This is an optimization exercise on Yosys and OpenROAD, whose aim is small area, not a production implementation. The RTL was checked by simulation tests, not by an equivalence proof against the original design. No driver is modelled on the clock port, so clocking that relies on it looks cheaper here than on a real chip. Power figures rest on the tool's default switching activity, not on a simulated workload.

`design/flow/config.mk`:
```
export PLATFORM = sky130hd
export DESIGN_NAME = cmplx_mult
export DESIGN_NICKNAME = cmplx_mult
export VERILOG_FILES = /design/flow/design.v
export SDC_FILE = /design/flow/constraint.sdc
export NUM_CORES = 4
export LEC_CHECK = 0
export ABC_AREA = 1
export CAP_MARGIN = 20
export CORE_MARGIN = 2
export CORE_UTILIZATION = 40
export PLACE_DENSITY = 0.6
export SLEW_MARGIN = 20
```
`design/flow/constraint.sdc`:
```
create_clock -name core_clock -period 20.0 [get_ports {clk}]
set_input_delay 4.0000 -clock core_clock [delete_from_list [all_inputs] [get_ports {clk}]]
set_output_delay 4.0000 -clock core_clock [all_outputs]
set_load 0.01 [all_outputs]
```
`design/flow/design.v`:
```
module bin_to_bcd(input logic [7:0] in, output logic [27:0] o);
wire _000_, _001_, _002_, _003_, _004_, _005_, _006_, _007_, _008_, _009_, _010_, _011_, _012_, _013_, _014_, _015_, _016_, _017_, _018_, _019_, _020_, _021_, _022_, _023_, _024_, _025_, _026_, _027_, _028_, _029_, _030_, _031_, _032_, _033_, _034_, _035_, _036_, _037_, _038_, _039_, _040_, _041_, _042_, _043_, _044_, _045_, _046_, _047_, _048_, _049_, _050_, _051_, _052_, _053_, _054_, _055_, _056_, _057_, _058_, _059_, _060_, _061_, _062_, _063_, _064_, _065_, _066_, _067_, _068_, _069_;
  assign _011_ = ~(in[5] ^ in[6]);
  assign _012_ = in[7] ^ in[6];
  assign _013_ = _012_ & _011_;
  assign _014_ = ~(in[4] ^ in[7]);
  assign _015_ = in[0] & in[7];
  assign _016_ = ~in[1];
  assign _017_ = in[5] & ~(in[3]);
  assign _018_ = in[4] & ~(in[6]);
  assign _019_ = _018_ & ~(in[2]);
  assign _020_ = ~(_019_ & _017_);
  assign _021_ = in[3] & ~(in[5]);
  assign _022_ = ~in[2];
  assign _023_ = in[6] & ~(in[4]);
  assign _024_ = _022_ & ~(_023_);
  assign _025_ = _024_ | _018_;
  assign _026_ = ~(_017_ | _021_);
  assign _027_ = _025_ ? _021_ : _026_;
  assign _028_ = _020_ & ~(_027_);
  assign _029_ = _016_ & ~(_028_);
  assign _030_ = _029_ & ~(_015_);
  assign _031_ = _023_ & ~(_022_);
  assign _032_ = _021_ & ~(_031_);
  assign _033_ = _025_ ? _017_ : _026_;
  assign _034_ = ~(_033_ | _032_);
  assign _035_ = ~(_015_ & in[1]);
  assign _036_ = _034_ & ~(_035_);
  assign _037_ = _031_ ? _017_ : _026_;
  assign _038_ = _019_ ? _021_ : _037_;
  assign _039_ = ~(_038_ | _036_);
  assign _040_ = _039_ & ~(_030_);
  assign _041_ = _014_ ? _040_ : _011_;
  assign _042_ = in[3] ? _018_ : _023_;
  assign _043_ = _042_ & _013_;
  assign o[12] = _041_ & ~(_043_);
  assign _044_ = ~(_012_ | _011_);
  assign _045_ = ~(_044_ | _040_);
  assign _046_ = _011_ & ~(_042_);
  assign _047_ = _040_ & ~(_046_);
  assign _048_ = _047_ | _042_;
  assign _049_ = _048_ & ~(_012_);
  assign o[10] = ~(_049_ | _045_);
  assign _050_ = o[10] & ~(o[12]);
  assign o[14] = _013_ & ~(_050_);
  assign o[27] = ~in[7];
  assign o[11] = o[10] | _040_;
  assign _051_ = _011_ & ~(_014_);
  assign o[9] = _051_ & ~(_040_);
  assign _052_ = _042_ & ~(_011_);
  assign _053_ = _045_ & ~(_052_);
  assign _054_ = _053_ | _041_;
  assign o[8] = ~(_054_ | o[10]);
  assign o[7] = ~(_053_ | _047_);
  assign _055_ = ~_034_;
  assign _056_ = in[1] ? _028_ : _055_;
  assign _057_ = _056_ ^ o[27];
  assign _058_ = _038_ ^ in[1];
  assign _059_ = _058_ | _029_;
  assign _060_ = ~(_059_ | _057_);
  assign _061_ = in[0] & ~(_056_);
  assign _062_ = _016_ & ~(_038_);
  assign _063_ = ~(_062_ | _034_);
  assign _064_ = _063_ & _015_;
  assign _065_ = _064_ | _061_;
  assign _066_ = ~(_065_ | _060_);
  assign o[5] = ~_066_;
  assign _067_ = in[1] & ~(_028_);
  assign _068_ = _063_ & ~(_067_);
  assign o[4] = _068_ | in[0];
  assign _069_ = _063_ | ~(_059_);
  assign _000_ = ~(_056_ & in[0]);
  assign _001_ = _069_ & ~(_000_);
  assign o[3] = o[4] & ~(_001_);
  assign o[2] = _060_ & ~(in[0]);
  assign _002_ = _059_ & ~(_001_);
  assign o[1] = _066_ & ~(_002_);
  assign _003_ = o[1] | o[4];
  assign _004_ = _056_ | in[7];
  assign _005_ = _059_ & ~(_004_);
  assign _006_ = in[0] & ~(_005_);
  assign _007_ = _003_ & ~(_006_);
  assign _008_ = _061_ & _060_;
  assign o[0] = _008_ | _007_;
  assign _009_ = _011_ & ~(o[12]);
  assign o[13] = o[10] ? o[12] : _009_;
  assign _010_ = _057_ & ~(_003_);
  assign o[6] = _010_ | _061_;
  assign o[26:15] = { 7'h7f, o[14], o[14], o[14], 2'h0 };
endmodule
module debounce #(parameter int COUNT=1000) (input logic clk, signal_in, output logic signal_out);
localparam logic [9:0] START = 10'b0010000011;
logic [9:0] lfsr;
logic fire, restart;
always_comb
begin
	fire = (lfsr[8:0] == 9'd0);
	restart = (signal_in == signal_out) || fire;
end
always_ff @(posedge clk)
begin
	if(restart)
		lfsr <= START;
	else
		lfsr <= {lfsr[8:0], lfsr[9] ^ lfsr[6]};
	if(fire)
		signal_out <= signal_in;
end
endmodule
module cmplx_mult(
input logic clk,
input logic [10-1:0] switches,
output logic [8-1:0] LED,
output logic [6:0] HEX0,
output logic [6:0] HEX1,
output logic [6:0] HEX2,
output logic [6:0] HEX3,
output logic [6:0] HEX4,
output logic [6:0] HEX5,
output logic [6:0] HEX6,
output logic [6:0] HEX7);
logic reset_n, handshake;
debounce #(.COUNT(1000)) db0
(
	.clk(clk),
	.signal_in(switches[9]),
	.signal_out(reset_n)
);
debounce #(.COUNT(1000)) db1
(
	.clk(clk),
	.signal_in(switches[8]),
	.signal_out(handshake)
);
logic [2:0] rd_cnt, rd_cnt_inc;
logic [1:0] sub;
logic last, rd;
always_comb
begin
	last = rd_cnt[2];
	rd = (sub == 2'd3) && !last && handshake;
	rd_cnt_inc = {rd_cnt[1] & rd_cnt[0], rd_cnt[1] ^ rd_cnt[0], !rd_cnt[0]};
end
always_ff @(posedge clk, negedge reset_n)
begin
	if(!reset_n)
	begin
		rd_cnt <= 3'd0;
		sub <= 2'd2;
	end
	else
	begin
		unique case(sub)
			2'd0: if(!handshake) sub <= 2'd1;
			2'd1: sub <= 2'd2;
			2'd2: if(!last || handshake) sub <= 2'd3;
			2'd3:
				if(!last)
				begin
					if(handshake)
					begin
						rd_cnt <= rd_cnt_inc;
						sub <= 2'd0;
					end
				end
				else if(!handshake)
				begin
					rd_cnt <= 3'd0;
					sub <= 2'd2;
				end
		endcase
	end
end
logic [3:0] j, k, j_inc, k_inc;
logic idle, k9;
always_comb
begin
	k9 = k[3] && k[0];
	idle = j[3] && k[3] && !k[0];
	k_inc = {k[3] ^ (k[2] & k[1] & k[0]), k[2] ^ (k[1] & k[0]), k[1] ^ k[0], !k[0]};
	j_inc = {j[3] ^ (j[2] & j[1] & j[0]), j[2] ^ (j[1] & j[0]), j[1] ^ j[0], !j[0]};
end
always_ff @(posedge clk)
begin
	if(rd)
	begin
		j <= {!(rd_cnt[1] & rd_cnt[0]), 3'd0};
		k <= 4'd0;
	end
	else if(!idle)
	begin
		if(!j[3] && k9)
		begin
			k <= 4'd0;
			j <= j_inc;
		end
		else
			k <= k_inc;
	end
end
logic [2:0] sidx;
logic sbit;
always_comb
begin
	sidx = k[2:0] | {3{k[3]}};
	sbit = switches[sidx];
end
logic [7:0] ra, rb, rc;           
logic [8:0] hre, him;             
logic hpre, hpim;                 
logic cre1, cre2, cim1, cim2;     
logic load, row, row_end, drain, c_rot;
logic neg, first, k0;
logic cb, db, h_re, h_im;
logic t1, t2, u1, u2;
logic ci_re1, ci_re2, ci_im1, ci_im2;
logic s_re1, s_re, s_im1, s_im;
logic co_re1, co_re2, co_im1, co_im2;
always_comb
begin
	load = j[3] && !k[3];
	row = !j[3];
	row_end = row && k9;
	drain = j[3] && !k[3] && !(k[2] && k[1]);
	c_rot = row && !(k[3] && !k[0]) && !(k[2] && k[1] && k[0]);
	neg = j[2] && j[1] && j[0];
	first = !(j[2] || j[1] || j[0]);
	k0 = !(k[3] || k[2] || k[1] || k[0]);
	cb = rc[0];
	db = sbit;
	h_re = !first && (k9 ? hpre : hre[0]);
	h_im = !first && (k9 ? hpim : him[0]);
	t1 = ra[0] && (cb ^ neg);
	t2 = rb[0] && (db ^ !neg);
	u1 = ra[0] && (db ^ neg);
	u2 = rb[0] && (cb ^ neg);
	ci_re1 = k0 ? (ra[0] && neg) : cre1;
	ci_re2 = k0 ? (rb[0] && !neg) : cre2;
	ci_im1 = k0 ? (ra[0] && neg) : cim1;
	ci_im2 = k0 ? (rb[0] && neg) : cim2;
	s_re1 = h_re ^ t1 ^ ci_re1;
	co_re1 = (h_re & t1) | (h_re & ci_re1) | (t1 & ci_re1);
	s_re = s_re1 ^ t2 ^ ci_re2;
	co_re2 = (s_re1 & t2) | (s_re1 & ci_re2) | (t2 & ci_re2);
	s_im1 = h_im ^ u1 ^ ci_im1;
	co_im1 = (h_im & u1) | (h_im & ci_im1) | (u1 & ci_im1);
	s_im = s_im1 ^ u2 ^ ci_im2;
	co_im2 = (s_im1 & u2) | (s_im1 & ci_im2) | (u2 & ci_im2);
end
always_ff @(posedge clk)
begin
	hre <= {s_re, hre[8:1]};
	him <= {s_im, him[8:1]};
	hpre <= hre[0];
	hpim <= him[0];
	cre1 <= co_re1;
	cre2 <= co_re2;
	cim1 <= co_im1;
	cim2 <= co_im2;
	if((rd_cnt == 3'd1 && load) || (last && (row_end || drain)))
		ra <= {last ? hre[0] : sbit, ra[7:1]};
	if((rd_cnt == 3'd2 && load) || (last && (row_end || drain)))
		rb <= {last ? him[0] : sbit, rb[7:1]};
	if((rd_cnt == 3'd3 && load) || (last && c_rot))
		rc <= {last ? rc[0] : sbit, rc[7:1]};
end
always_comb
begin
	if(last && sub == 2'd2)
		LED = ra;
	else if(last && sub == 2'd3)
		LED = rb;
	else
		LED = '0;
end
bin_to_bcd sw_disp
(
	.in(switches[7:0]),
	.o({HEX3, HEX2, HEX1, HEX0})
);
bin_to_bcd led_disp
(
	.in(LED),
	.o({HEX7, HEX6, HEX5, HEX4})
);
endmodule
```
`design/flow/run.sh`:
```
#!/bin/bash
# synth_recipe.tcl (not shown) runs the flow's synth.tcl, then flattens the netlist and writes it again
# the make line also repeats each setting of config.mk as NAME=value (left out here)
make -C /OpenROAD-flow-scripts/flow DESIGN_CONFIG=/design/flow/config.mk WORK_HOME=/design/flow/orfs CLKGATE_MAP_FILE= SYNTH_SCRIPT=/design/flow/synth_recipe.tcl finish
```
==> impl_summary.log, run 1 <==
INFO  metric layout.cells.most_common = inv_1
INFO  metric drc = 0
INFO  metric worst_path_slowest_cell = clkdlybuf4s50_1
INFO  metric rrSetupSlack = between 15,000 and 20,000 ps
INFO  metric totalWireLength = around 8200 um
INFO  metric crit_path_start = switches[6]
INFO  metric period_share = 54.6%
INFO  metric r2r-end = him[8]$_DFF_P_
INFO  metric synth-main-ff-cell = dfxtp_1
INFO  metric route.detailed.vias_per_inst = 4.60
INFO  metric synth_xor_xnor_area_share = 2.78%
INFO  metric grt_start_max_net_pins = 16
INFO  metric syn_area = 4370 um2
INFO  metric buffer_type_at_the_clock_tree_root = clkbuf_8
INFO  metric finalCriticalPeriod = 10,920 ps
INFO  metric wire_length_of_the_first_global_routing_pass = about 13,000 um
INFO  metric synth-edff-count = 27
INFO  metric cts_repair_resize_count = 0
INFO  metric timing.critical_path.arrival = 6920 ps
INFO  metric fin_nets = 615
INFO  metric worst_ep_required_time = between 15,000 and 20,000 ps
INFO  metric port-buffer-count = 56
INFO  metric synth_register_bits = 83
INFO  metric final_layout_size_suffix_gt1_share = 9.81%
INFO  metric synth.area.mux_share = 0%
INFO  metric layout-area-overhead-vs-synth = 18.1%
INFO  metric maxCapViolations = 0
INFO  metric irDropWorstVdd = 0.0631 mV
INFO  metric report.final.hold_viol_count = 0
INFO  metric final_cell_mix = inv_1 (92), nand2_1 (88), nor2_1 (62), clkdlybuf4s50_1 (56), dfxtp_1 (51)
INFO  metric rr_worst_depth = 8
INFO  metric timing.clock.skew = 9.40 ps
INFO  metric cts_max_level = 3
INFO  metric ant_nets = 0
INFO  metric yosysSeqAreaShare = 44.8%
INFO  metric critical_path.max_fanout = 4
INFO  metric synthSimpleGateAreaFrac = 23.7%
INFO  metric clk_transition_reported_paths = 80 ps
INFO  metric power_density_of_the_placed_cells = 137 nW/um2
INFO  metric place.gp.congestion = about 0.84
INFO  metric synthArstFlopShare = 6.02%
INFO  metric final_max_slew_viol_count = 0
INFO  metric die_area = 11,800 um2
INFO  metric worst_path_dominant_cell_family = buffers and inverters
INFO  metric cts_made_buffers = 9
INFO  metric synth.avg_cell_area = 8.26 um2
INFO  metric timing.critical_path.to_type = output port
INFO  metric worst_setup_path_start_kind = input pin
INFO  metric crit_top_cell = nand2_1
INFO  metric num_io_pins = 75
INFO  metric clock_latency = 350 ps
INFO  metric cts_tree = built
INFO  metric power = 708 uW
INFO  metric crit_chain = clkdlybuf4s50_1 > inv_2 > nand2_1 > a21oi_1 > inv_1 > nand2_1 > nand2_1 > nor2_1 > nand2_1 > nand2_1 > ha_1 > nand3_1 > o211ai_1 > a21o_1 > nand2_1 > nand2_1 > o21ai_0 > clkdlybuf4s50_1
INFO  metric dp.final_hpwl = 6390 um
INFO  metric place_ws = 9140 ps
INFO  metric final_critical_path_setup_slack = 9080 ps
INFO  metric setup_repair_after_global_routing_missed_its_margin = false
INFO  metric placeableCoreArea = 10,700 um2
INFO  metric cts_num_sinks = 83
INFO  metric drtIter0Drc = 186
INFO  metric num_rows = 38
INFO  metric drt_pre_antenna_iters = 5
INFO  metric timing_worst_slew_pin_value = around 720 ps
INFO  metric setup_total_negative_slack = 0 ps
INFO  metric finalSetupViolCount = 0
INFO  metric path_class = input pin to output port
INFO  metric largest_family_of_logic_cells_by_synthesized_area = simple AND/OR/NAND/NOR gates
INFO  metric synthesis.yosys.warnings = 2
INFO  metric drt-wirelength-per-cell = 11.2 um
INFO  metric synth-compound-area-share = about a tenth
INFO  metric post-cts-setup-buffer-count = 0
INFO  metric die_x = 109 um
INFO  metric grt_overflow_total = 0
INFO  metric postCtsHoldBufs = 0
INFO  metric min_path_type = register to asynchronous set/reset pin
INFO  metric antenna_found_initial = 0
INFO  metric via_count_of_the_routed_design = 3,370
INFO  metric netlist_instances = 529
INFO  metric leakage = 0.00239 uW
INFO  metric reg2reg_from = j[0]$_SDFFE_PP0P_
INFO  metric buffers_plus_inverters_on_the_worst_setup_path = 4
INFO  metric maximum_clock_rate = 91.6 MHz
INFO  metric run_status = complete, no violations
INFO  metric yosys.area_share.adder = 5.84%
INFO  metric initial_core_util = 40.7%
INFO  metric yosysUniqueCellTypes = 47
INFO  metric height_of_the_die = 109 um
INFO  metric grt_pass1_vias = 3,029
INFO  metric ctsLongestPathBuffers = 2
INFO  metric grt.total_usage = 14.1%
INFO  metric cp_slowest_stage_delay = approximately 570 ps
INFO  metric timing.max_slew.rel_slack = 51.4%
[per-stage QoR]
stage          cells  hold WS (ps)  util, %  area [um2]
5_1_grt          731           137     48.0        5160
6_report         732           120     48.0        5160
4_1_cts          731           121     48.0        5160
2_1_floorplan    545          76.9        -        4430
3_3_place_gp     715           114     46.2        4960
3_5_place_dp     715           121     46.2        4960
[synthesized netlist by cell type (5+ instances only)]
cell type,number,area (um2)
xor2_1,8,70.1
edfxtp_1,27,811
buf_4,24,180
nand4_1,10,62.6
nand2_1,88,330
or2_2,5,31.3
a21oi_1,15,75.1
o21ai_0,22,110
inv_2,6,22.5
nand2_2,7,43.8
ha_1,14,175
inv_1,92,345
o21ai_2,5,43.8
nor2_1,62,233
dfxtp_1,51,1020
nand3_1,27,135
nor3_1,11,55.1
[layout make-up]
type | count | area [um2]
fillers | 1038 | 5580
flip-flops and latches | 83 | 1960
multi-input cells | 338 | 1900
repair buffers | 56 | 561
inverters | 98 | 368
well taps | 140 | 175
clock buffers | 10 | 149
clock inverters | 6 | 45.0
diodes | 1 | 2.50
[worst register-to-register path, cell delays in order, from the launching register on]
cell and delay (ps):
dfxtp_1 360, inv_1 70, nor3_1 610, inv_1 160, xor2_1 240, inv_1 60, nor2_1 130, fa_1 460
fa_1 630
[state kept, by name, summed over array words and instances (netlist names), 2 cells and up]
signal,count
sub,2
rd_cnt,3
db1.lfsr,10
hre,9
rc,8
db0.lfsr,10
ra,8
rb,8
j,4
k,4
him,9
[metal layers]
layer,track usage [%],part of all wire (%)
met2,22.8,46
met5,0,0
met3,3.56,4.6
met4,3.85,0.92
met1,18.9,49
[worst max path at each step]
stage | to | depth (start not counted)
after floorplan | HEX0[6] | 12
after global placement | HEX0[0] | 18
after detailed placement | HEX0[0] | 18
after CTS | HEX0[0] | 18
after global routing | HEX0[6] | 16
final | HEX0[0] | 18
[report_power, final]
group / switching, uW / internal, uW
Sequential: 28.1 / 232
Combinational: 190 / 142
Clock: 61.4 / 53.5
[logic make-up after synthesis]
logic type,after synthesis
buffers and inverters,124
DFF,83
and+or+nand+nor,226
xor gates and xnor gates,13
adders and majority gates,18
AOI/OAI and AO/OA,63
other,2
==> inputs of run 2 (changes only) <==
==> design/flow/flow/run.sh (new file) <==
#!/bin/bash
# Own layout flow: the standard flow (standard.sh), with two changes.
#  1. After the standard synthesis, its combinational logic is mapped again
#     with a stronger ABC script (remap.abc). Every register stays as the
#     standard synthesis made it: same instance, name and cell.
#  2. The port buffers are made with sky130_fd_sc_hd__buf_1.
# Each tool's full output goes to a log file in the work folder.
set -euo pipefail
W=$PWD
F=$W/flow
R=$W/orfs/results/${FLOW_PLATFORM}/cmplx_mult/base
LIB=$FLOW_HOME/platforms/${FLOW_PLATFORM}/lib/sky130_fd_sc_hd__tt_025C_1v80.lib

# 1. standard synthesis (to 1_2_yosys.v)
bash standard.sh $R/1_2_yosys.v > $W/synth.log 2>&1
cp $R/1_2_yosys.v $W/standard_synth.v

# 2. re-map the combinational logic; registers are black boxes
FFS=$(grep -oE "sky130_fd_sc_hd__[a-z0-9_]*(df|dl|sdf|edf)[a-z0-9_]*" $W/standard_synth.v | sort -u | tr '\n' ' ')
DONT=""
for c in probe_p_8 probec_p_8 lpflow_bleeder_1 lpflow_clkbufkapwr_1 lpflow_clkbufkapwr_16 \
  lpflow_clkbufkapwr_2 lpflow_clkbufkapwr_4 lpflow_clkbufkapwr_8 lpflow_clkinvkapwr_1 \
  lpflow_clkinvkapwr_16 lpflow_clkinvkapwr_2 lpflow_clkinvkapwr_4 lpflow_clkinvkapwr_8 \
  lpflow_inputiso0n_1 lpflow_inputiso0p_1 lpflow_inputiso1n_1 lpflow_inputiso1p_1 \
  lpflow_inputisolatch_1 lpflow_isobufsrc_1 lpflow_isobufsrc_16 lpflow_isobufsrc_2 \
  lpflow_isobufsrc_4 lpflow_isobufsrc_8 lpflow_isobufsrckapwr_16; do
  DONT="$DONT -dont_use sky130_fd_sc_hd__$c"
done
cat > $W/remap.ys <<EOF
read_liberty -ignore_miss_func $LIB
blackbox $FFS
read_verilog $W/standard_synth.v
hierarchy -top $FLOW_TOP
flatten
opt_clean
abc -liberty $LIB $DONT -script $F/remap.abc
opt_clean -purge
hilomap -singleton -hicell sky130_fd_sc_hd__conb_1 HI -locell sky130_fd_sc_hd__conb_1 LO
insbuf -buf sky130_fd_sc_hd__buf_4 A X
splitnets
opt_clean -purge
tee -o $W/remap_stat.txt stat -liberty $LIB
write_verilog -noattr -nohex -nodec $W/remapped.v
EOF
yosys -s $W/remap.ys > $W/remap.log 2>&1
cp $W/remapped.v $R/1_2_yosys.v

# 3. the rest of the standard flow
export BUFFER_PORTS_ARGS="-buffer_cell sky130_fd_sc_hd__buf_1"
bash standard.sh > $W/layout.log 2>&1
==> design/flow/flow/remap.abc (new file) <==
strash
dc2
balance; rewrite; refactor; balance; rewrite; rewrite -z; balance; refactor -z; rewrite -z; balance
balance; resub -K 6; rewrite; resub -K 6 -N 2; refactor; resub -K 8; balance; resub -K 8 -N 2; rewrite; resub -K 10; rewrite -z; resub -K 10 -N 2; balance; resub -K 12; refactor -z; resub -K 12 -N 2; rewrite -z; balance
dc2
&get -n
&deepsyn -T 30
&put
dch -f
amap
&get -n
&nf -R 1000
&put
topo
==> design/flow/standard.sh (new file) <==
#!/bin/bash
# synth_recipe.tcl (not shown) runs the flow's synth.tcl, then flattens the netlist and writes it again
# the make line also repeats each setting of config.mk as NAME=value (left out here)
make -C /OpenROAD-flow-scripts/flow DESIGN_CONFIG=/design/flow/config.mk WORK_HOME=/design/flow/orfs CLKGATE_MAP_FILE= SYNTH_SCRIPT=/design/flow/synth_recipe.tcl "${@:-finish}"
removed: design/flow/run.sh
==> run 2 against run 1 <==
- worst setup slack improved by 44 ps
- critical endpoint is now HEX1[6]
- non-clock buffer count increased by 1
- clock skew about the same
- clock power increased by 6%
- via count decreased by 17%
==> impl_summary.log, run 2 <==
INFO  metric run_status = complete, no violations
INFO  metric postCtsHoldBufs = 0
INFO  metric dp.final_hpwl = 5160 um
INFO  metric finished_cell_area = 4280 um2
INFO  metric antenna_found_initial = 0
INFO  metric worst_setup_path_start_kind = input pin
INFO  metric timing.critical_path.to_type = output port
INFO  metric path_class = input pin to output port
INFO  metric hold_slack = between 100 and 150 ps
INFO  metric post-cts-setup-buffer-count = 0
INFO  metric maximum_clock_rate = approximately 92 MHz
INFO  metric timing_worst_slew_pin_value = 823 ps
INFO  metric irDropWorstVdd = 0.0560 mV
INFO  metric diodes = 0
INFO  metric grt_use_met3 = slightly above 4%
INFO  metric die_x = 102 um
INFO  metric power_density_of_the_placed_cells = 145 nW/um2
INFO  metric via_count_of_the_routed_design = approximately 2.8k
INFO  metric critical_path.max_fanout = 6
INFO  metric num_rows = 35
INFO  metric layout.cells.most_common = buf_1
INFO  metric final_max_slew_viol_count = 0
INFO  metric rr_worst_depth = 7
INFO  metric drc = 0
INFO  metric buffer_type_at_the_clock_tree_root = clkbuf_8
INFO  metric height_of_the_die = 102 um
INFO  metric die_area = 10,300 um2
INFO  metric grt_start_max_net_pins = 16
INFO  metric fin_nets = 467
INFO  metric leakage = 0.00161 uW
INFO  metric placeableCoreArea = 9240 um2
INFO  metric cts_max_level = 3
INFO  metric worst_ep_required_time = 16,000 ps
INFO  metric setup_repair_after_global_routing_missed_its_margin = false
INFO  metric place_ws = 9180 ps
INFO  metric grt.total_usage = 14.3%
INFO  metric rrSetupSlack = 17,680 ps
INFO  metric use_met2 = 21.1%
INFO  metric cts_made_buffers = 9
INFO  metric cts_tree = built
INFO  metric cts_num_sinks = 83
INFO  metric globalRouteMet1Util = between 15 and 20%
INFO  metric finalCriticalPeriod = ~11,000 ps
INFO  metric totalWireLength = around 7000 um
INFO  metric place.gp.congestion = 0.857
INFO  metric route.detailed.vias_per_inst = 4.76
INFO  metric final_core_utilization = 46.3%
INFO  metric reg2reg_from = k[0]$_SDFFE_PP0N_
INFO  metric r2r-end = cim2$_DFF_P_
INFO  metric ctsLongestPathBuffers = 2
INFO  metric largest_registers = db0.lfsr (10), db1.lfsr (10)
INFO  metric grt_pass1_vias = roughly 2.4k
INFO  metric synthesis.yosys.warnings = 2
INFO  metric final_critical_path_setup_slack = 9130 ps
INFO  metric timing.critical_path.arrival = 6870 ps
INFO  metric report.final.hold_viol_count = 0
INFO  metric num_io_pins = 75
INFO  metric final_cell_mix = buf_1 (56), dfxtp_1 (51), nor2_1 (41), nand2_1 (35), a21oi_1 (28)
INFO  metric synth.avg_cell_area = around 9.6 um2
INFO  metric timing.max_slew.rel_slack = 44.7%
INFO  metric clock_latency = between 300 and 400 ps
INFO  metric wire_length_of_the_first_global_routing_pass = 11,400 um
INFO  metric setup_total_negative_slack = 0 ps
INFO  metric drt-wirelength-per-cell = approximately 12 um
INFO  metric maxCapViolations = 0
INFO  metric drt_pre_antenna_iters = 4
INFO  metric port-buffer-count = 56
INFO  metric drtIter0Drc = 133
INFO  metric timing.clock.skew = between 9 and 10 ps
INFO  metric grt_overflow_total = 0
INFO  metric layout-area-overhead-vs-synth = 12.2%
INFO  metric final_layout_size_suffix_gt1_share = 4.12%
INFO  metric finalSetupViolCount = 0
INFO  metric dpl-instance-area = 4070 um2
INFO  metric cts_repair_resize_count = 0
INFO  metric initial_core_util = between 40% and 50%
INFO  metric gr-max-usage-layer = met2
INFO  metric period_share = between 50% and 60%
INFO  metric min_path_type = register to asynchronous set/reset pin
INFO  metric syn_area = 3810 um2
INFO  metric ant_nets = 0
INFO  metric clk_transition_reported_paths = ~80 ps
INFO  metric netlist_instances = 396
## run 2: report_power, final
part / switching (uW) / internal, uW
sequential: 34.7 / 238
combinational: 137 / 89.9
clock: 59.8 / 62.2
total: 232 / 390
## run 2: cell type report
cell class / instances / area (um2)
clock buffer: 10 / 138
inverter: 15 / 56.3
sequential: 83 / 1960
clock inverter: 6 / 70.1
multi-input combinational: 290 / 1680
fill: 911 / 4960
tap: 129 / 161
timing repair buffer: 57 / 218
## run 2: worst max-delay path by stage
stage / from / endpoint / cells past startpoint
finish: switches[6] / HEX1[6] / 12
global route: switches[6] / HEX1[6] / 12
CTS: switches[6] / HEX1[6] / 12
detailed placement: switches[6] / HEX1[6] / 12
global placement: switches[6] / HEX1[6] / 12
floorplan: switches[6] / HEX1[6] / 11
## run 2: metal layers
metal	up-vias	share of wire [%]
met3	11	4.7
met5	-	0
met2	61	45
met4	0	1.5
met1	1260	49
li1	1474	-
## run 2: critical path, stage by stage
cell and delay (ps):
buf_1 220, nor2b_1 280, o21a_1 180, mux2i_1 90, a21o_1 200, nor3b_1 140
a311oi_1 700, a21oi_1 190, o21ai_0 430, a21oi_1 130, a21oi_1 120, buf_1 160
## run 2: through the flow
step | power [uW] | instances
final | 621 | 590
after global routing | 673 | 590
after floorplan | 441 | 412
after global placement | 500 | 574
after CTS | 630 | 590
after detailed placement | 504 | 574
==> inputs of run 3 (changes only) <==
--- a/design/flow/design.v
+++ b/design/flow/design.v
@@ -172,29 +172,30 @@
 	end
 end
-logic [3:0] j, k, j_inc, k_inc;
-logic idle, k9;
-always_comb
-begin
+logic [3:0] k, k_inc, seq, seq_inc;
+logic k8, k9, row, drain, load, wait0;
+always_comb
+begin
+	k8 = k[3] && !k[0];
 	k9 = k[3] && k[0];
-	idle = j[3] && k[3] && !k[0];
 	k_inc = {k[3] ^ (k[2] & k[1] & k[0]), k[2] ^ (k[1] & k[0]), k[1] ^ k[0], !k[0]};
-	j_inc = {j[3] ^ (j[2] & j[1] & j[0]), j[2] ^ (j[1] & j[0]), j[1] ^ j[0], !j[0]};
+	seq_inc = {seq[2] & seq[1] & seq[0], seq[2] ^ (seq[1] & seq[0]), seq[1] ^ seq[0], !seq[0]};
+	row = !seq[3];
+	drain = (seq == 4'd8);
+	load = (seq == 4'd9);
+	wait0 = (seq == 4'd10);
 end
 always_ff @(posedge clk)
 begin
+	k <= k9 ? 4'd0 : k_inc;
 	if(rd)
+		seq <= 4'd10;
+	else if(k9)
 	begin
-		j <= {!(rd_cnt[1] & rd_cnt[0]), 3'd0};
-		k <= 4'd0;
-	end
-	else if(!idle)
-	begin
-		if(!j[3] && k9)
-		begin
-			k <= 4'd0;
-			j <= j_inc;
-		end
+		if(row)
+			seq <= seq_inc;
+		else if(wait0)
+			seq <= last ? 4'd0 : 4'd9;
 		else
-			k <= k_inc;
+			seq <= 4'd11;
 	end
 end
@@ -206,12 +207,11 @@
 	sbit = switches[sidx];
 end
-logic [7:0] ra, rb, rc;           
+logic [7:0] ra, rb;               
+logic [9:0] rc;                   
 logic [8:0] hre, him;             
-logic hpre, hpim;                 
 logic cre1, cre2, cim1, cim2;     
-logic load, row, row_end, drain, c_rot;
-logic neg, first, k0;
+logic neg, first, k0, shift_ab;
 logic cb, db, h_re, h_im;
-logic t1, t2, u1, u2;
+logic t1, t2, u1, u2, t2x, u2x;
 logic ci_re1, ci_re2, ci_im1, ci_im2;
 logic s_re1, s_re, s_im1, s_im;
@@ -219,20 +219,18 @@
 always_comb
 begin
-	load = j[3] && !k[3];
-	row = !j[3];
-	row_end = row && k9;
-	drain = j[3] && !k[3] && !(k[2] && k[1]);
-	c_rot = row && !(k[3] && !k[0]) && !(k[2] && k[1] && k[0]);
-	neg = j[2] && j[1] && j[0];
-	first = !(j[2] || j[1] || j[0]);
-	k0 = !(k[3] || k[2] || k[1] || k[0]);
+	neg = (seq[2:0] == 3'd7);
+	first = (seq[2:0] == 3'd0);
+	k0 = (k == 4'd0);
+	shift_ab = last && ((row && k9) || (drain && !k[3] && !(k[2] && k[1])));
 	cb = rc[0];
 	db = sbit;
-	h_re = !first && (k9 ? hpre : hre[0]);
-	h_im = !first && (k9 ? hpim : him[0]);
+	h_re = !k9 && (first ? k8 : hre[0]);
+	h_im = !k9 && (first ? k8 : him[0]);
 	t1 = ra[0] && (cb ^ neg);
 	t2 = rb[0] && (db ^ !neg);
 	u1 = ra[0] && (db ^ neg);
 	u2 = rb[0] && (cb ^ neg);
+	t2x = (t2 ^ k8) && !k9;
+	u2x = (u2 ^ k8) && !k9;
 	ci_re1 = k0 ? (ra[0] && neg) : cre1;
 	ci_re2 = k0 ? (rb[0] && !neg) : cre2;
@@ -241,10 +239,10 @@
 	s_re1 = h_re ^ t1 ^ ci_re1;
 	co_re1 = (h_re & t1) | (h_re & ci_re1) | (t1 & ci_re1);
-	s_re = s_re1 ^ t2 ^ ci_re2;
-	co_re2 = (s_re1 & t2) | (s_re1 & ci_re2) | (t2 & ci_re2);
+	s_re = s_re1 ^ t2x ^ ci_re2;
+	co_re2 = (s_re1 & t2x) | (s_re1 & ci_re2) | (t2x & ci_re2);
 	s_im1 = h_im ^ u1 ^ ci_im1;
 	co_im1 = (h_im & u1) | (h_im & ci_im1) | (u1 & ci_im1);
-	s_im = s_im1 ^ u2 ^ ci_im2;
-	co_im2 = (s_im1 & u2) | (s_im1 & ci_im2) | (u2 & ci_im2);
+	s_im = s_im1 ^ u2x ^ ci_im2;
+	co_im2 = (s_im1 & u2x) | (s_im1 & ci_im2) | (u2x & ci_im2);
 end
 always_ff @(posedge clk)
@@ -252,16 +250,13 @@
 	hre <= {s_re, hre[8:1]};
 	him <= {s_im, him[8:1]};
-	hpre <= hre[0];
-	hpim <= him[0];
 	cre1 <= co_re1;
 	cre2 <= co_re2;
 	cim1 <= co_im1;
 	cim2 <= co_im2;
-	if((rd_cnt == 3'd1 && load) || (last && (row_end || drain)))
+	if((rd_cnt == 3'd1 && load && !k[3]) || shift_ab)
 		ra <= {last ? hre[0] : sbit, ra[7:1]};
-	if((rd_cnt == 3'd2 && load) || (last && (row_end || drain)))
+	if((rd_cnt == 3'd2 && load && !k[3]) || shift_ab)
 		rb <= {last ? him[0] : sbit, rb[7:1]};
-	if((rd_cnt == 3'd3 && load) || (last && c_rot))
-		rc <= {last ? rc[0] : sbit, rc[7:1]};
+	rc <= {(rd_cnt == 3'd3 && load) ? sbit : rc[0], rc[9:1]};
 end
 always_comb
--- a/design/flow/flow/run.sh
+++ b/design/flow/flow/run.sh
@@ -5,4 +5,6 @@
 #     standard synthesis made it: same instance, name and cell.
 #  2. The port buffers are made with sky130_fd_sc_hd__buf_1.
+#  3. Clock tree synthesis uses smaller buffers, larger sink clusters and no
+#     dummy loads; constant outputs may share tie cells.
 # Each tool's full output goes to a log file in the work folder.
 set -euo pipefail
@@ -48,3 +50,5 @@
 # 3. the rest of the standard flow
 export BUFFER_PORTS_ARGS="-buffer_cell sky130_fd_sc_hd__buf_1"
+export CTS_ARGS="${X_CTS_ARGS:--sink_clustering_enable -repair_clock_nets -dont_use_dummy_load -buf_list sky130_fd_sc_hd__clkbuf_4 -sink_clustering_size 30 -sink_clustering_max_diameter 100}"
+export SKIP_REPAIR_TIE_FANOUT=${X_SKIP_TIE:-1}
 bash standard.sh > $W/layout.log 2>&1
==> run 3 against run 2 <==
- still clean on timing, DRC and antenna
- final cell count decreased by 6.1%
- combinational power decreased by 32%
- core utilization decreased by 2.9 points
- critical path type unchanged
- critical endpoint unchanged
==> impl_summary.log, run 3 <==
INFO  metric cp_slowest_stage_delay = between 600 and 700 ps
INFO  metric synthesis.yosys.warnings = 2
INFO  metric drt_pre_antenna_iters = 4
INFO  metric cts_num_sinks = 83
INFO  metric timing.max_slew.rel_slack = 47.8%
INFO  metric final_layout_size_suffix_gt1_share = 2.26%
INFO  metric worst_ep_required_time = 16,000 ps
INFO  metric timing.critical_path.arrival = just under 7000 ps
INFO  metric report.final.hold_viol_count = 0
INFO  metric ant_nets = 0
INFO  metric finalSetupViolCount = 0
INFO  metric port-buffer-count = 56
INFO  metric leakage = about 0.0015 uW
INFO  metric final_cell_mix = dfxtp_1 (60), buf_1 (56), nor2_1 (40), nand2_1 (39), a21oi_1 (24)
INFO  metric netlist_instances = 402
INFO  metric period_share = between 50% and 60%
INFO  metric height_of_the_die = 101 um
INFO  metric clock_latency = 400 ps
INFO  metric layout-area-overhead-vs-synth = 6.33%
INFO  metric cts_made_buffers = 9
INFO  metric num_rows = 35
INFO  metric setup_total_negative_slack = 0 ps
INFO  metric die_area = 10,100 um2
INFO  metric clk_transition_reported_paths = 120 ps
INFO  metric final_max_slew_viol_count = 0
INFO  metric dp.final_hpwl = 5000 um
INFO  metric maxCapViolations = 0
INFO  metric ctsLongestPathBuffers = 2
INFO  metric drt-wirelength-per-cell = 11.9 um
INFO  metric synth.avg_cell_area = 9.29 um2
INFO  metric syn_area = roughly 3700 um2
INFO  metric buffer_type_at_the_clock_tree_root = clkbuf_4
INFO  metric critical_path.max_fanout = 7
INFO  metric cts_repair_resize_count = 0
INFO  metric irDropWorstVdd = between 0.04 and 0.05 mV
INFO  metric totalWireLength = 6600 um
INFO  metric maximum_clock_rate = 92.1 MHz
INFO  metric timing.clock.skew = 33.4 ps
INFO  metric worst_path_slowest_cell = a311oi_1
INFO  metric finalCriticalPeriod = 10,860 ps
INFO  metric run_status = complete, no violations
INFO  metric worst_setup_path_start_kind = input pin
INFO  metric drc = 0
INFO  metric post-cts-setup-buffer-count = 0
INFO  metric antenna_found_initial = 0
INFO  metric grt_start_max_net_pins = 15
INFO  metric drtIter0Drc = ~110
INFO  metric largest_registers = db0.lfsr (10), db1.lfsr (10), rc (10)
INFO  metric grt_overflow_total = 0
INFO  metric fin_nets = between 400 and 500
INFO  metric layout.cells.most_common = dfxtp_1
INFO  metric placeableCoreArea = 9150 um2
INFO  metric grt.total_usage = 13.9%
INFO  metric route.detailed.vias_per_inst = 5.05
INFO  metric initial_core_util = 40.8%
INFO  metric power_density_of_the_placed_cells = 113 nW/um2
INFO  metric crit_chain = buf_1 > nor2b_1 > nor2_1 > nor2_1 > o211ai_1 > nor3b_1 > a311oi_1 > a21oi_1 > o21ai_0 > a21oi_1 > a21oi_1 > buf_1
INFO  metric wire_length_of_the_first_global_routing_pass = 11,300 um
INFO  metric finish.cell_count_without_fillers = 554
INFO  metric cts_tree = built
INFO  metric die_x = 101 um
INFO  metric cts_max_level = 3
INFO  metric timing.critical_path.to_type = output port
INFO  metric grt_pass1_vias = roughly 2.5k
INFO  metric via_count_of_the_routed_design = 2,796
INFO  metric num_io_pins = 75
INFO  metric path_class = input pin to output port
INFO  metric min_path_type = register to asynchronous set/reset pin
INFO  metric timing_worst_slew_pin_value = 778 ps
INFO  metric dp.cells = 545
INFO  metric diodes = 0
INFO  metric setup_repair_after_global_routing_missed_its_margin = false
INFO  metric postCtsHoldBufs = 0
INFO  metric crit_top_cell = a21oi_1
INFO  metric place.gp.congestion = slightly below 0.8
## run 3: worst max-delay path, delay by kind of cell
family                 cells  cell delay [ps]
AND/OR/NAND/NOR            4              650
AO/OA/AOI/OAI              6             1780
buffers and inverters      2              440
## run 3: through the flow
stage | util, % | hold WS [ps] | power [uW] | instance area, um2 | worst slack [ps]
floorplan | - | 76.9 | 347 | 3730 | 10060
global placement | 42.7 | 113 | 383 | 3900 | 9440
detailed placement | 42.7 | 111 | 387 | 3900 | 9240
CTS | 43.4 | 123 | 453 | 3970 | 9220
global route | 43.4 | 148 | 484 | 3970 | 8810
finish | 43.4 | 113 | 448 | 3970 | 9140
## run 3: worst paths after layout
| kind | startpoint | to | slack [ps] | cells after the start |
|---|---|---|---|---|
| min in group core_clock | rc[2]$_DFF_P_ | rc[1]$_DFF_P_ | 290 | 0 |
| max in group asynchronous | db0.signal_out$_DFFE_PP_ | sub[1]$_DFFE_PN1P_ | 19620 | 0 |
| setup / recovery | switches[6] | HEX1[6] | 9140 | 12 |
| setup reg to reg | k[0]$_SDFF_PP0_ | cim2$_DFF_P_ | 17370 | 7 |
| hold reg to reg | db0.signal_out$_DFFE_PP_ | rd_cnt[1]$_DFFE_PN0P_ | 110 | 0 |
| hold / removal | db0.signal_out$_DFFE_PP_ | rd_cnt[1]$_DFFE_PN0P_ | 110 | 0 |
## run 3: layer usage
metal	share of wire, %	GRT usage (%)	routed length, um
met5	0	0	0
met4	0.74	5.37	49
met3	3.5	3.33	228
met2	45	21.2	2960
met1	51	18.9	3360
## run 3: layout make-up
type / count / area (um2)
Timing Repair Buffer: 56 / 210
Clock buffer: 9 / 67.6
Tap cell: 111 / 139
Inverter: 18 / 67.6
Fill cell: 901 / 5180
Sequential cell: 83 / 1870
Multi-Input combinational cell: 277 / 1620
## run 3: where the power goes
part / total, uW / switching [uW] / internal [uW]
logic: 154 / 96.0 / 58.2
registers: 229 / 19.4 / 210
clock network: 64.9 / 43.9 / 21.0
total: 448 / 159 / 289
==> inputs of run 4 (changes only) <==
--- a/design/flow/design.v
+++ b/design/flow/design.v
@@ -91,9 +91,11 @@
 module debounce #(parameter int COUNT=1000) (input logic clk, signal_in, output logic signal_out);
 localparam logic [9:0] START = 10'b0010000011;
-logic [9:0] lfsr;
+localparam logic [9:0] POL = 10'b0101010101;
+logic [9:0] y, s;
 logic fire, restart;
 always_comb
 begin
-	fire = (lfsr[8:0] == 9'd0);
+	s = y ^ POL;
+	fire = (s[8:0] == 9'd0);
 	restart = (signal_in == signal_out) || fire;
 end
@@ -101,7 +103,7 @@
 begin
 	if(restart)
-		lfsr <= START;
+		y <= START ^ POL;
 	else
-		lfsr <= {lfsr[8:0], lfsr[9] ^ lfsr[6]};
+		y <= {s[8:0], s[9] ^ s[6]} ^ POL;
 	if(fire)
 		signal_out <= signal_in;
--- a/design/flow/flow/run.sh
+++ b/design/flow/flow/run.sh
@@ -6,5 +6,6 @@
 #  2. The port buffers are made with sky130_fd_sc_hd__buf_1.
 #  3. Clock tree synthesis uses smaller buffers, larger sink clusters and no
-#     dummy loads; constant outputs may share tie cells.
+#     dummy loads; clock buffers whose flip-flops would see a slow clock
+#     edge are then upsized (post_cts.tcl); constant outputs may share tie cells.
 # Each tool's full output goes to a log file in the work folder.
 set -euo pipefail
@@ -18,6 +19,7 @@
 cp $R/1_2_yosys.v $W/standard_synth.v
 
-# 2. re-map the combinational logic; registers are black boxes
-FFS=$(grep -oE "sky130_fd_sc_hd__[a-z0-9_]*(df|dl|sdf|edf)[a-z0-9_]*" $W/standard_synth.v | sort -u | tr '\n' ' ')
+# 2. re-map the combinational logic; registers and full adders are black boxes
+# (full adders stay too: ABC maps a full adder to larger separate gates)
+FFS=$(grep -oE "sky130_fd_sc_hd__([a-z0-9_]*(df|dl|sdf|edf)[a-z0-9_]*|fa_[0-9])" $W/standard_synth.v | sort -u | tr '\n' ' ')
 DONT=""
 for c in probe_p_8 probec_p_8 lpflow_bleeder_1 lpflow_clkbufkapwr_1 lpflow_clkbufkapwr_16 \
@@ -52,3 +54,4 @@
 export CTS_ARGS="${X_CTS_ARGS:--sink_clustering_enable -repair_clock_nets -dont_use_dummy_load -buf_list sky130_fd_sc_hd__clkbuf_4 -sink_clustering_size 30 -sink_clustering_max_diameter 100}"
 export SKIP_REPAIR_TIE_FANOUT=${X_SKIP_TIE:-1}
+export POST_CTS_TCL=$F/post_cts.tcl
 bash standard.sh > $W/layout.log 2>&1
==> design/flow/flow/post_cts.tcl (new file) <==
proc my_clock_sink_slew { inst } {
  set out [get_pins -of_objects $inst -filter "direction == output"]
  set net [get_nets -of_objects $out]
  set mx 0.0
  foreach p [get_pins -of_objects $net -filter "direction == input"] {
    if { [get_property $p lib_pin_name] ne "CLK" } { continue }
    set s [get_property $p slew_max]
    if { $s > $mx } { set mx $s }
  }
  return $mx
}
foreach step {sky130_fd_sc_hd__clkbuf_8 sky130_fd_sc_hd__clkbuf_16} {
  set changed 0
  foreach inst [get_cells *] {
    set rn [get_property $inst ref_name]
    if { ![string match "sky130_fd_sc_hd__clkbuf_*" $rn] } { continue }
    set s [my_clock_sink_slew $inst]
    if { $s > 0.110 && $rn ne $step && $rn ne "sky130_fd_sc_hd__clkbuf_16" } {
      puts "post_cts: [get_full_name $inst] $rn sink slew $s -> $step"
      replace_cell $inst [get_lib_cells $step]
      incr changed
    }
  }
  if { $changed > 0 } {
    detailed_placement
    estimate_parasitics -placement
  }
}
==> run 4 against run 3 <==
- non-clock buffer count unchanged
- clock power up 12%
- worst hold slack worse by 16 ps
- synthesized area down 2.0%
- critical endpoint unchanged
- critical path depth unchanged
- die area down 1.9%
- design area down 1.5%
- maximum frequency up 1.5%
- combinational power up 35%
- flip-flop and latch count unchanged
- final cell count down 4.2%
- clock-buffer cell count unchanged
==> impl_summary.log, run 4 <==
INFO  metric run_status = complete, no violations
INFO  metric final_critical_path_setup_slack = 9300 ps
INFO  metric maxCapViolations = 0
INFO  metric grt_pass1_vias = about 2.5k
INFO  metric timing_worst_slew_pin_value = 722 ps
INFO  metric finalSetupViolCount = 0
INFO  metric ant_nets = 0
INFO  metric netlist_instances = ~380
INFO  metric layout.cells.most_common = dfxtp_1
INFO  metric via_count_of_the_routed_design = 2,799
INFO  metric layout-area-overhead-vs-synth = 6.87%
INFO  metric cts_tree = built
INFO  metric period_share = 53.5%
INFO  metric final_max_slew_viol_count = 0
INFO  metric min_path_type = register to asynchronous set/reset pin
INFO  metric final_layout_size_suffix_gt1_share = roughly 2.6%
INFO  metric route.detailed.vias_per_inst = between 5 and 6
INFO  metric antenna_found_initial = 0
INFO  metric grt_overflow_total = 0
INFO  metric dpl-instance-area = 3830 um2
INFO  metric num_io_pins = 75
INFO  metric timing.critical_path.arrival = 6700 ps
INFO  metric clk_transition_reported_paths = 100 ps
INFO  metric drtIter0Drc = 63
INFO  metric finished_cell_area = 3910 um2
INFO  metric height_of_the_die = roughly 100 um
INFO  metric initial_core_util = 41.6%
INFO  metric irDropWorstVdd = 0.0436 mV
INFO  metric worst_ep_required_time = 16,000 ps
INFO  metric die_area = ~9900 um2
INFO  metric syn_area = 3660 um2
INFO  metric report.final.hold_viol_count = 0
INFO  metric timing.max_slew.rel_slack = between 50 and 60%
INFO  metric place_ws = 9360 ps
INFO  metric crit_path_start = switches[6]
INFO  metric grt_start_max_net_pins = 15
INFO  metric critical_path.max_fanout = 6
INFO  metric totalWireLength = around 6800 um
INFO  metric reg2reg_from = k[3]$_SDFF_PP0_
INFO  metric power_density_of_the_placed_cells = about 130 nW/um2
INFO  metric synth.avg_cell_area = 9.58 um2
INFO  metric drt-wirelength-per-cell = 12.8 um
INFO  metric setup_total_negative_slack = 0 ps
INFO  metric finalCriticalPeriod = approximately 11,000 ps
INFO  metric timing.critical_path.to_type = output port
INFO  metric synthesis.yosys.warnings = 2
INFO  metric dp.final_hpwl = 5090 um
INFO  metric fin_nets = 440
INFO  metric cts_num_sinks = 83
INFO  metric final_core_utilization = 44.4%
INFO  metric num_rows = 34
INFO  metric port-buffer-count = 56
INFO  metric clock_latency = 410 ps
INFO  metric drc = 0
INFO  metric placeableCoreArea = 8810 um2
INFO  metric timing.clock.skew = around 30 ps
INFO  metric largest_registers = db0.y (10), db1.y (10), rc (10)
INFO  metric drt_pre_antenna_iters = 4
INFO  metric maximum_clock_rate = 93.5 MHz
INFO  metric worst_setup_path_start_kind = input pin
INFO  metric finish.cell_count_without_fillers = 531
INFO  metric grt.total_usage = about 14%
INFO  metric wire_length_of_the_first_global_routing_pass = 11,200 um
INFO  metric dp.cells = between 500 and 600
INFO  metric setup_repair_after_global_routing_missed_its_margin = false
INFO  metric final_cell_mix = dfxtp_1 (60), buf_1 (56), nand2_1 (43), nor2_1 (42), a21oi_1 (23)
INFO  metric place.gp.congestion = 0.849
INFO  metric leakage = 0.00144 uW
INFO  metric die_x = 99.7 um
INFO  metric path_class = input pin to output port
INFO  metric diodes = 0
run 4: cell type report:
| type | count | area, um2 |
|---|---|---|
| fillers | 858 | 4890 |
| flip-flops and latches | 83 | 1870 |
| multi-input cells | 258 | 1550 |
| repair buffers | 56 | 210 |
| well taps | 108 | 135 |
| clock buffers | 9 | 86.3 |
| inverters | 17 | 63.8 |
run 4: worst paths after layout:
check / endpoint / cells past startpoint / slack, ps
min in group core_clock: hre[4]$_DFF_P_ / 0 / 310
worst min register to register: rd_cnt[1]$_DFFE_PN0P_ / 0 / 100
worst max-delay path: HEX1[6] / 12 / 9300
worst max register to register: him[8]$_DFF_P_ / 7 / 16950
worst min-delay path: rd_cnt[1]$_DFFE_PN0P_ / 0 / 100
max in group asynchronous: sub[1]$_DFFE_PN1P_ / 0 / 19580
run 4: power by group:
group	switching [uW]	total (uW)	internal, uW
combinational	132	208	76.4
clock	45.6	72.9	27.3
sequential	19.9	223	203
total	197	504	307
run 4: routing by layer:
metal  part of all wire (%)  vias to the layer above  GRT usage (%)
met3                    5.2                        6           4.57
met2                     47                       72           23.0
li1                       -                     1408              -
met5                      0                        -              0
met1                     47                     1313           18.3
met4                   0.79                        0           3.90
run 4: critical path, cell delays in order:
cell,delay (ps)
buf_1,230
nor2b_1,260
o21a_1,170
nand3_1,100
o211ai_1,170
nor3_1,80
a311oi_1,590
a21oi_1,200
o21ai_0,470
a21oi_1,130
a21oi_1,130
buf_1,160
run 4: through the flow:
step / power, uW / hold WS (ps)
2_1_floorplan: 377 / 95.4
3_3_place_gp: 428 / 126
3_5_place_dp: 434 / 135
5_1_grt: 546 / 126
6_report: 504 / 97.1
==> inputs of run 5 (changes only) <==
--- a/design/flow/design.v
+++ b/design/flow/design.v
@@ -1,90 +1,83 @@
 module bin_to_bcd(input logic [7:0] in, output logic [27:0] o);
-wire _000_, _001_, _002_, _003_, _004_, _005_, _006_, _007_, _008_, _009_, _010_, _011_, _012_, _013_, _014_, _015_, _016_, _017_, _018_, _019_, _020_, _021_, _022_, _023_, _024_, _025_, _026_, _027_, _028_, _029_, _030_, _031_, _032_, _033_, _034_, _035_, _036_, _037_, _038_, _039_, _040_, _041_, _042_, _043_, _044_, _045_, _046_, _047_, _048_, _049_, _050_, _051_, _052_, _053_, _054_, _055_, _056_, _057_, _058_, _059_, _060_, _061_, _062_, _063_, _064_, _065_, _066_, _067_, _068_, _069_;
-  assign _011_ = ~(in[5] ^ in[6]);
-  assign _012_ = in[7] ^ in[6];
-  assign _013_ = _012_ & _011_;
-  assign _014_ = ~(in[4] ^ in[7]);
-  assign _015_ = in[0] & in[7];
-  assign _016_ = ~in[1];
-  assign _017_ = in[5] & ~(in[3]);
-  assign _018_ = in[4] & ~(in[6]);
-  assign _019_ = _018_ & ~(in[2]);
-  assign _020_ = ~(_019_ & _017_);
-  assign _021_ = in[3] & ~(in[5]);
-  assign _022_ = ~in[2];
-  assign _023_ = in[6] & ~(in[4]);
-  assign _024_ = _022_ & ~(_023_);
-  assign _025_ = _024_ | _018_;
-  assign _026_ = ~(_017_ | _021_);
-  assign _027_ = _025_ ? _021_ : _026_;
-  assign _028_ = _020_ & ~(_027_);
-  assign _029_ = _016_ & ~(_028_);
-  assign _030_ = _029_ & ~(_015_);
-  assign _031_ = _023_ & ~(_022_);
-  assign _032_ = _021_ & ~(_031_);
-  assign _033_ = _025_ ? _017_ : _026_;
-  assign _034_ = ~(_033_ | _032_);
-  assign _035_ = ~(_015_ & in[1]);
-  assign _036_ = _034_ & ~(_035_);
-  assign _037_ = _031_ ? _017_ : _026_;
-  assign _038_ = _019_ ? _021_ : _037_;
-  assign _039_ = ~(_038_ | _036_);
-  assign _040_ = _039_ & ~(_030_);
-  assign _041_ = _014_ ? _040_ : _011_;
-  assign _042_ = in[3] ? _018_ : _023_;
-  assign _043_ = _042_ & _013_;
-  assign o[12] = _041_ & ~(_043_);
-  assign _044_ = ~(_012_ | _011_);
-  assign _045_ = ~(_044_ | _040_);
-  assign _046_ = _011_ & ~(_042_);
-  assign _047_ = _040_ & ~(_046_);
-  assign _048_ = _047_ | _042_;
-  assign _049_ = _048_ & ~(_012_);
-  assign o[10] = ~(_049_ | _045_);
-  assign _050_ = o[10] & ~(o[12]);
-  assign o[14] = _013_ & ~(_050_);
+wire _000_, _001_, _002_, _003_, _004_, _005_, _006_, _007_, _008_, _009_, _010_, _011_, _012_, _013_, _014_, _015_, _016_, _017_, _018_, _019_, _020_, _021_, _022_, _023_, _024_, _025_, _026_, _027_, _028_, _029_, _030_, _031_, _032_, _033_, _034_, _035_, _036_, _037_, _038_, _039_, _040_, _041_, _042_, _043_, _044_, _045_, _046_, _047_, _048_, _049_, _050_, _051_, _052_, _053_, _054_, _055_, _056_, _057_, _058_, _059_, _060_, _061_, _062_;
+  assign _002_ = in[6] ^ in[5];
+  assign _003_ = in[4] ^ in[3];
+  assign _004_ = _003_ & ~(_002_);
+  assign _005_ = in[2] & ~(in[4]);
+  assign _006_ = ~_005_;
+  assign _007_ = in[2] | ~(in[4]);
+  assign _008_ = in[6] ? _006_ : _007_;
+  assign _009_ = ~(in[3] ^ in[5]);
+  assign _010_ = ~_009_;
+  assign _011_ = ~(_003_ | _002_);
+  assign _012_ = ~_011_;
+  assign _013_ = _008_ ? _010_ : _012_;
+  assign _014_ = _007_ & ~(_005_);
+  assign _015_ = _014_ | _002_;
+  assign _016_ = _008_ & ~(_015_);
+  assign _017_ = ~_002_;
+  assign _018_ = _014_ & ~(_017_);
+  assign _019_ = _018_ | _016_;
+  assign _020_ = _013_ & ~(_019_);
+  assign _021_ = _010_ & ~(_019_);
+  assign _022_ = ~in[1];
+  assign _023_ = ~(_005_ | in[6]);
+  assign _024_ = _007_ & ~(_023_);
+  assign _025_ = _024_ ^ _022_;
+  assign _026_ = _025_ ? _009_ : _021_;
+  assign _027_ = _020_ & ~(_026_);
+  assign _028_ = in[0] & in[7];
+  assign _029_ = _028_ ^ in[1];
+  assign _030_ = _027_ & ~(_029_);
+  assign _031_ = _030_ | ~(_013_);
+  assign _032_ = ~(_031_ | _004_);
+  assign _033_ = in[7] ^ in[6];
+  assign _034_ = _032_ & ~(_033_);
+  assign _035_ = _003_ | ~(_002_);
+  assign _036_ = _009_ & ~(_035_);
+  assign _037_ = _002_ & ~(_033_);
+  assign _038_ = _037_ & ~(_036_);
+  assign o[11] = _038_ | ~(_031_);
+  assign o[10] = o[11] & ~(_034_);
+  assign _039_ = _036_ | _034_;
+  assign _040_ = ~(in[4] ^ in[7]);
+  assign _041_ = ~(_040_ | _002_);
+  assign _042_ = _011_ | ~(_040_);
+  assign _043_ = ~(_042_ | _031_);
+  assign o[12] = _043_ | _041_;
+  assign o[8] = _039_ & ~(o[12]);
+  assign _044_ = ~(o[11] | _036_);
+  assign o[7] = ~(_044_ | _032_);
+  assign _045_ = ~in[0];
+  assign _046_ = _013_ ^ _022_;
+  assign _047_ = _045_ & ~(_046_);
+  assign _048_ = ~(_026_ | _020_);
+  assign _049_ = _045_ & ~(_048_);
+  assign o[4] = ~(_049_ | _047_);
+  assign _050_ = in[0] | ~(in[7]);
+  assign _051_ = ~(_050_ & _026_);
+  assign _052_ = _047_ & ~(_051_);
+  assign _053_ = _046_ & ~(in[0]);
+  assign _054_ = _048_ & ~(_053_);
   assign o[27] = ~in[7];
-  assign o[11] = o[10] | _040_;
-  assign _051_ = _011_ & ~(_014_);
-  assign o[9] = _051_ & ~(_040_);
-  assign _052_ = _042_ & ~(_011_);
-  assign _053_ = _045_ & ~(_052_);
-  assign _054_ = _053_ | _041_;
-  assign o[8] = ~(_054_ | o[10]);
-  assign o[7] = ~(_053_ | _047_);
-  assign _055_ = ~_034_;
-  assign _056_ = in[1] ? _028_ : _055_;
-  assign _057_ = _056_ ^ o[27];
-  assign _058_ = _038_ ^ in[1];
-  assign _059_ = _058_ | _029_;
-  assign _060_ = ~(_059_ | _057_);
-  assign _061_ = in[0] & ~(_056_);
-  assign _062_ = _016_ & ~(_038_);
-  assign _063_ = ~(_062_ | _034_);
-  assign _064_ = _063_ & _015_;
-  assign _065_ = _064_ | _061_;
-  assign _066_ = ~(_065_ | _060_);
-  assign o[5] = ~_066_;
-  assign _067_ = in[1] & ~(_028_);
-  assign _068_ = _063_ & ~(_067_);
-  assign o[4] = _068_ | in[0];
-  assign _069_ = _063_ | ~(_059_);
-  assign _000_ = ~(_056_ & in[0]);
-  assign _001_ = _069_ & ~(_000_);
-  assign o[3] = o[4] & ~(_001_);
-  assign o[2] = _060_ & ~(in[0]);
-  assign _002_ = _059_ & ~(_001_);
-  assign o[1] = _066_ & ~(_002_);
-  assign _003_ = o[1] | o[4];
-  assign _004_ = _056_ | in[7];
-  assign _005_ = _059_ & ~(_004_);
-  assign _006_ = in[0] & ~(_005_);
-  assign _007_ = _003_ & ~(_006_);
-  assign _008_ = _061_ & _060_;
-  assign o[0] = _008_ | _007_;
-  assign _009_ = _011_ & ~(o[12]);
-  assign o[13] = o[10] ? o[12] : _009_;
-  assign _010_ = _057_ & ~(_003_);
-  assign o[6] = _010_ | _061_;
+  assign _055_ = _046_ ^ o[27];
+  assign _056_ = _054_ & ~(_055_);
+  assign o[1] = _056_ | _052_;
+  assign _057_ = _026_ & ~(_055_);
+  assign _058_ = _057_ | _045_;
+  assign _059_ = ~(o[1] | o[4]);
+  assign o[0] = _058_ & ~(_059_);
+  assign o[3] = _048_ ? _053_ : in[0];
+  assign _060_ = o[1] | _027_;
+  assign o[2] = _047_ & ~(_060_);
+  assign _061_ = _033_ & ~(_002_);
+  assign o[14] = _061_ & ~(_032_);
+  assign o[9] = _044_ & o[12];
+  assign o[5] = ~(_060_ | _053_);
+  assign _062_ = _017_ & ~(o[12]);
+  assign o[13] = o[10] ? o[12] : _062_;
+  assign _000_ = _027_ & ~(_050_);
+  assign _001_ = ~(_051_ | _047_);
+  assign o[6] = _001_ | _000_;
   assign o[26:15] = { 7'h7f, o[14], o[14], o[14], 2'h0 };
 endmodule
--- a/design/flow/flow/remap.abc
+++ b/design/flow/flow/remap.abc
@@ -12,3 +12,32 @@
 &nf -R 1000
 &put
+mfs3 -ae -K 7 -H 4 -R 3
 topo
+&get -n
+&st
+&dch -f
+&nf -R 1000
+&put
+mfs3 -ae -K 7 -H 4 -R 3
+topo
+&get -n
+&st
+&dch -f
+&nf -R 1000
+&put
+mfs3 -ae -K 7 -H 4 -R 3
+topo
+&get -n
+&st
+&dch -f
+&nf -R 1000
+&put
+mfs3 -ae -K 7 -H 4 -R 3
+topo
+&get -n
+&st
+&dch -f
+&nf -R 1000
+&put
+mfs3 -ae -K 7 -H 4
+topo
==> run 5 against run 4 <==
- still clean
- global-route usage shrank 0.13 points
- design area fell by 2.3%
- largest power group unchanged
- power down 8.1%
- register-to-register slack better by 300 ps
- non-clock buffer count increased by 2
==> impl_summary.log, run 5 <==
INFO  metric finalCriticalPeriod = 10,630 ps
INFO  metric finish.cell_count_without_fillers = 522
INFO  metric min_path_type = register to asynchronous set/reset pin
INFO  metric num_io_pins = 75
INFO  metric power.clock.fraction = 15.4%
INFO  metric num-fill-cells = 881
INFO  metric worst_setup_path_start_kind = input pin
INFO  metric final_cell_mix = dfxtp_1 (60), buf_1 (56), nand2_1 (41), nor2_1 (40), a21oi_1 (25)
INFO  metric rrSetupSlack = 17,250 ps
INFO  metric crit_path_start = switches[4]
INFO  metric placeableCoreArea = a little under 9000 um2
INFO  metric height_of_the_die = between 90 and 100 um
INFO  metric dp.final_hpwl = around 4800 um
INFO  metric worst_ep_required_time = 16,000 ps
INFO  metric timing.critical_path.arrival = around 6600 ps
INFO  metric layout.cells.most_common = dfxtp_1
INFO  metric drt_pre_antenna_iters = 4
INFO  metric finalSetupViolCount = 0
INFO  metric combPwrFrac = 41.0%
INFO  metric grt_start_max_net_pins = 17
INFO  metric place.gp.congestion = approximately 0.85
INFO  metric synth.avg_cell_area = 9.60 um2
INFO  metric drt-wirelength-per-cell = 12.3 um
INFO  metric die_area = 9670 um2
INFO  metric drtIter0Drc = 91
INFO  metric timing.max_slew.rel_slack = 53.1%
INFO  metric timing_worst_slew_pin_value = roughly 700 ps
INFO  metric port-buffer-count = 56
INFO  metric grt_overflow_total = 0
INFO  metric synthesis.yosys.warnings = 2
INFO  metric final_critical_path_setup_slack = 9370 ps
INFO  metric dp.cells = 513
INFO  metric route.detailed.vias_per_inst = 4.92
INFO  metric power_report.internal_total = approximately 280 uW
INFO  metric power_density_of_the_placed_cells = 121 nW/um2
INFO  metric path_class = input pin to output port
INFO  metric antenna_found_initial = 0
INFO  metric timing.clock.skew = slightly above 30 ps
INFO  metric cp_slowest_stage_delay = 310 ps
INFO  metric clk_transition_reported_paths = around 100 ps
INFO  metric irDropWorstVdd = 0.0409 mV
INFO  metric critical_path.max_fanout = 5
INFO  metric crit_chain = buf_1 > nor2b_1 > nor2_1 > a21oi_1 > xor2_1 > nand2b_1 > a21oi_1 > nor2b_1 > a21oi_1 > a31o_1 > and2_0 > or2_0 > o21ai_0 > buf_1
INFO  metric num_rows = 34
INFO  metric rr_worst_depth = 8
INFO  metric setup_total_negative_slack = 0 ps
INFO  metric maximum_clock_rate = around 94 MHz
INFO  metric r2r-end = him[8]$_DFF_P_
INFO  metric setup_repair_after_global_routing_missed_its_margin = false
INFO  metric fin_nets = 431
INFO  metric grt.total_usage = 14.0%
INFO  metric wire_length_of_the_first_global_routing_pass = between 10,000 and 15,000 um
INFO  metric clock_latency = 400 ps
INFO  metric final_max_slew_viol_count = 0
INFO  metric via_count_of_the_routed_design = between 2k and 3k
INFO  metric reg2reg_from = k[0]$_SDFF_PP0_
INFO  metric syn_area = ~3600 um2
INFO  metric final_core_utilization = about 44%
INFO  metric timing.critical_path.to_type = output port
INFO  metric cts_num_sinks = 83
INFO  metric diodes = 0
INFO  metric power_frac_seq = 43.6%
INFO  metric layout-area-overhead-vs-synth = 7.31%
INFO  metric grt_pass1_vias = 2,352
INFO  metric leakage = 0.00139 uW
INFO  metric maxCapViolations = 0
INFO  metric place_ws = 9390 ps
INFO  metric report.final.hold_viol_count = 0
INFO  metric totalWireLength = 6420 um
INFO  metric crit_top_cell = a21oi_1
INFO  metric total_switching_power = 182 uW
INFO  metric netlist_instances = between 300 and 400
INFO  metric switching_share = 39.3%
INFO  metric run_status = complete, no violations
INFO  metric die_x = between 90 and 100 um
INFO  metric cts_tree = built
INFO  metric initial_core_util = 41.0%
INFO  metric ant_nets = 0
INFO  metric period_share = between 50% and 60%
INFO  metric largest_registers = db0.y (10), db1.y (10), rc (10)
INFO  metric final_layout_size_suffix_gt1_share = under 10%
INFO  metric drc = 0
INFO  metric worst_path_slowest_cell = nor2b_1
[run 5: worst max-delay path: cells and delay by family]
| kind | cells | cell delay, ps |
|---|---|---|
| AND/OR/NAND/NOR | 6 | 1040 |
| XOR/XNOR | 1 | 180 |
| buffers and inverters | 2 | 360 |
| AO/OA/AOI/OAI | 5 | 1060 |
[run 5: layout make-up]
| cell class | instances | area, um2 | area share, % |
|---|---|---|---|
| clock buffers | 9 | 80.1 | 2.10 |
| repair buffers | 58 | 225 | 5.89 |
| well taps | 108 | 135 | 3.54 |
| flip-flops and latches | 83 | 1870 | 48.9 |
| inverters | 14 | 52.6 | 1.38 |
| multi-input cells | 250 | 1460 | 38.2 |
[run 5: worst max path at each step]
| stage | to | depth (start not counted) | slack [ps] |
|---|---|---|---|
| after floorplan | HEX1[6] | 12 | 9810 |
| after global placement | HEX1[6] | 14 | 9490 |
| after detailed placement | HEX1[6] | 14 | 9390 |
| after global routing | HEX1[6] | 14 | 9040 |
| final | HEX1[6] | 14 | 9370 |
[run 5: power groups by stage]
stage / clock (uW) / combinational [uW] / sequential (uW)
2_1_floorplan: 0 / 142 / 202
3_5_place_dp: 0 / 191 / 206
3_3_place_gp: 0 / 188 / 205
5_1_grt: 82.0 / 215 / 205
6_report: 71.2 / 190 / 202
[run 5: metal layers]
| metal | GRT usage [%] | share of wire, % |
|---|---|---|
| met5 | 0 | 0 |
| met4 | 4.11 | 0.98 |
| met3 | 4.51 | 3.4 |
| met2 | 21.7 | 47 |
| met1 | 19.0 | 48 |
[run 5: per-stage QoR]
stage               area [um2]  total power [uW]  hold WS (ps)
floorplan                 3560               344          95.4
global placement          3740               393           129
detailed placement        3740               396           127
global route              3820               502           162
finish                    3820               463           128

## separate check: timing with driven ports
The results above use ideal ports. As a check the final layouts listed here were re-extracted and re-timed, cells and wires unchanged. Step 1: set_driving_cell puts a clkbuf_16 on clk and a buf_2 on each other input, an assumption about the parent block. Step 2 also shifts input and output timing later by t, the mid clock arrival at the registers, as if the neighbouring blocks saw the same clock. Slacks: no drivers / after step 1 / after step 2; pairs: no drivers / after step 1.
run | t, ns | slack for setup (ns) | worst setup path after step 2 | slew at the worst register clock pin (ns) | cell pins on the clock port's net
run 1 | 0.373 | 9.083 / 9.060 / 9.060 | input to output | 0.09 / 0.09 | 1
run 2 | 0.374 | 9.127 / 9.106 / 9.106 | input to output | 0.08 / 0.08 | 1
run 3 | 0.411 | 9.145 / 9.122 / 9.122 | input to output | 0.12 / 0.12 | 1
run 4 | 0.421 | 9.302 / 9.280 / 9.280 | input to output | 0.10 / 0.10 | 1
run 5 | 0.412 | 9.366 / 9.345 / 9.345 | input to output | 0.10 / 0.10 | 1
After both steps every run listed still meets setup and hold.
